This design comes from an exercise in tuning for small area and a short achievable clock period on the open sky130 flow, not from production work. In this exercise RTL edits were held to simulation tests only and were not proved equivalent to the original. Power and IR drop assume default switching activity.

v27:
Design best_offset_prefetcher, start of the top module:
module best_offset_prefetcher #(
	parameter	WIDTH		= 64,
	parameter	TAG_WIDTH	= 12,
	parameter	UP_NUM_SET	= 8,
	parameter	UP_NUM_ASSO	= 0
) (
	input		logic					clk,
	input		logic					rst,
	input		logic	[WIDTH - 1:0]	up_address_i,
	input		logic					up_miss_i,
	input		logic					up_valid_i,
	input		logic					up_prefetched_i,
	input		logic					lo_ready_i,
	output		logic	[WIDTH - 1:0]	lo_prefetch_address_o,
	output		logic					lo_prefetch_valid_o
);
clock: 17.0 ns
lec_check: 0
cap_margin: 20
core_margin: 2
core_utilization: 50
cts_cluster_diameter: 80
cts_cluster_size: 24
slew_margin: 20
synth_hierarchical: 1
synth_minimum_keep_size: 0
standard.sh (not shown) runs the stock make flow with config.mk's settings and CLKGATE_MAP_FILE= SYNTH_SCRIPT=/design/flow/synth_recipe.tcl, a recipe that flattens the netlist after the stock synthesis.
==> flow/flow/run.sh <==
#!/bin/bash
# Layout: the standard flow (standard.sh) with two changes to how it is
# made: Yosys leaves adders to ABC instead of mapping them to ha/fa cells
# first (ADDER_MAP_FILE empty), and the port buffers are buf_2 cells.
set -euo pipefail
bash standard.sh "ADDER_MAP_FILE=" "BUFFER_PORTS_ARGS=-buffer_cell sky130_fd_sc_hd__buf_2" "SETUP_SLACK_MARGIN=12.6" finish > standard_flow.log 2>&1
Relative to v27, the following input files were edited for v42:
Settings: changing CORE_UTILIZATION from 50 to 65.
==> flow/flow/run.sh <==
#!/bin/bash
# Layout: the standard flow (standard.sh) with two changes to how it is
# made: Yosys leaves adders to ABC instead of mapping them to ha/fa cells
# first (ADDER_MAP_FILE empty), and the port buffers are buf_2 cells.
set -euo pipefail
bash standard.sh "ADDER_MAP_FILE=" "BUFFER_PORTS_ARGS=-buffer_cell sky130_fd_sc_hd__buf_2" "SETUP_SLACK_MARGIN=12.9" finish > standard_flow.log 2>&1
Findings:
Taking v27 as the reference, in v42 highest achievable clock rate about even, worst hold slack fell 0.0064 ns. Compared with v27, in v42 core area lost 23%; total global routing track utilization went up by 5.6 points; layout overhead on the synthesized area went up. On area of the mapped netlist, v42 and v27 are neck and neck. Diff v27 -> v42: final core utilization now larger; number of non-filler instances in the completed layout went down; clock buffer count from CTS fell about 5%. Sort v42 and v27 by via count, descending, and v42 comes first. v42 vs. v27: number of clock buffers in the layout went down by about 11%.
--- input diff v42..v50 ---
==> flow/flow/run.sh <==
#!/bin/bash
# Layout: the standard flow (standard.sh) with two changes to how it is
# made: Yosys leaves adders to ABC instead of mapping them to ha/fa cells
# first (ADDER_MAP_FILE empty), and the port buffers are buf_2 cells.
set -euo pipefail
bash standard.sh "ADDER_MAP_FILE=" "BUFFER_PORTS_ARGS=-buffer_cell sky130_fd_sc_hd__buf_2" "SETUP_SLACK_MARGIN=12.6" finish > standard_flow.log 2>&1
--- outcome ---
- Time the final worst path needs with I/O delays and setup was lower in v50 than in v42.
- As far as height of the chip goes, v42 and v50 are indistinguishable; the numbers are identical.
- v50 packs its core more loosely than v42.
- In the metrics for v50 and v42, the one carrying the higher cell area is v42.
- Going from v42 to v50, share of post-route cells with drive strength above 1 shrinks by 4.0 points.
- v50 ends up with a worst voltage drop across the vdd grid that is 9.4% lower than in v42.
- Taking v42 as the reference, in v50 final cell count has decreased; first-pass detailed-route iteration total has remained practically unchanged; post-route total power has increased.
Modified inputs, v34 compared to v50
==> flow/flow/run.sh <==
#!/bin/bash
# Layout: the standard flow (standard.sh) with these changes to how it is
# made:
#  - Yosys leaves adders to ABC instead of mapping them to ha/fa cells first
#    (ADDER_MAP_FILE empty);
#  - the port buffers that buffer_ports inserts are buf_2 cells;
#  - timing repair works towards a setup slack of 12.6 ns, not 0;
#  - clock tree synthesis clusters up to 28 sinks within 100 um per leaf
#    buffer and adds no dummy loads;
#  - the constant outputs share one tie cell (no tie fanout repair).
set -euo pipefail
bash standard.sh "ADDER_MAP_FILE=" \
	"BUFFER_PORTS_ARGS=-buffer_cell sky130_fd_sc_hd__buf_2" \
	"SETUP_SLACK_MARGIN=12.6" \
	"CTS_ARGS=-sink_clustering_enable -repair_clock_nets -sink_clustering_size 28 -sink_clustering_max_diameter 100 -dont_use_dummy_load" \
	"SKIP_REPAIR_TIE_FANOUT=1" \
	finish > standard_flow.log 2>&1
### Flow results
- Max global-route track usage on met3 across v34 and v50: v50
- Between v34 and v50, the vias after detailed routing figures differ only marginally.
- Cmp v34 vs v50: length of routed wiring on met1 higher in v34
- Measured against each other, v34 and v50 differ in sequential cell area share, the lower figure coming from v50.
- v50: all stages complete, timing, DRC and antenna checks passed
- Per the final summary, v34 finished and its layout is clean on timing, DRC and antenna.
- Between v34 and v50, it is v34 whose share of cell area taken by multi-input logic gates is lower, by 0.15 points.
- Total area of multi-input combinational cells delta for v34 relative to v50: about 2.6% lower
- | wire length | v34 vs v50 | ≈ equal |
- Looking at v34 and v50, the full die area is a wash.
- v34: register-to-register slack 0.05 ns below v50
- Compared to v50, v34 has H-tree depth 1 lower.
- In the reports for v34 and v50, the smaller combinational share of power belongs to v50.

==> port drivers added, routing unchanged <==
Ports are ideal in the flow. The routed layouts listed here were re-timed in OpenROAD.
Step 1 sets driving cells, clkbuf_16 on the clock port and buf_2 on the other inputs (assumed; they add their load-dependent delay and slew).
Step 2 moves the port delays by t, midway between the first and last clock arrival at a register: inputs arrive t later, outputs are due t later. That takes back most of the time a late clock gives input paths.
Three values: ideal, step 1, step 2; two values: the first two.
run	t (ns)	setup WS [ns]	worst slew at a driven data input, ns
v27	0.649	12.559 / 12.494 / 12.008	0.08
v42	0.637	12.568 / 12.506 / 11.998	0.08
v50	0.637	12.577 / 12.520 / 11.993	0.06
v34	0.654	12.540 / 12.486 / 12.040	0.04
After both steps every run listed still meets setup and hold. For v50, which loses most, drivers alone change the setup slack by -0.057 ns; drivers and shift together by -0.584 ns.
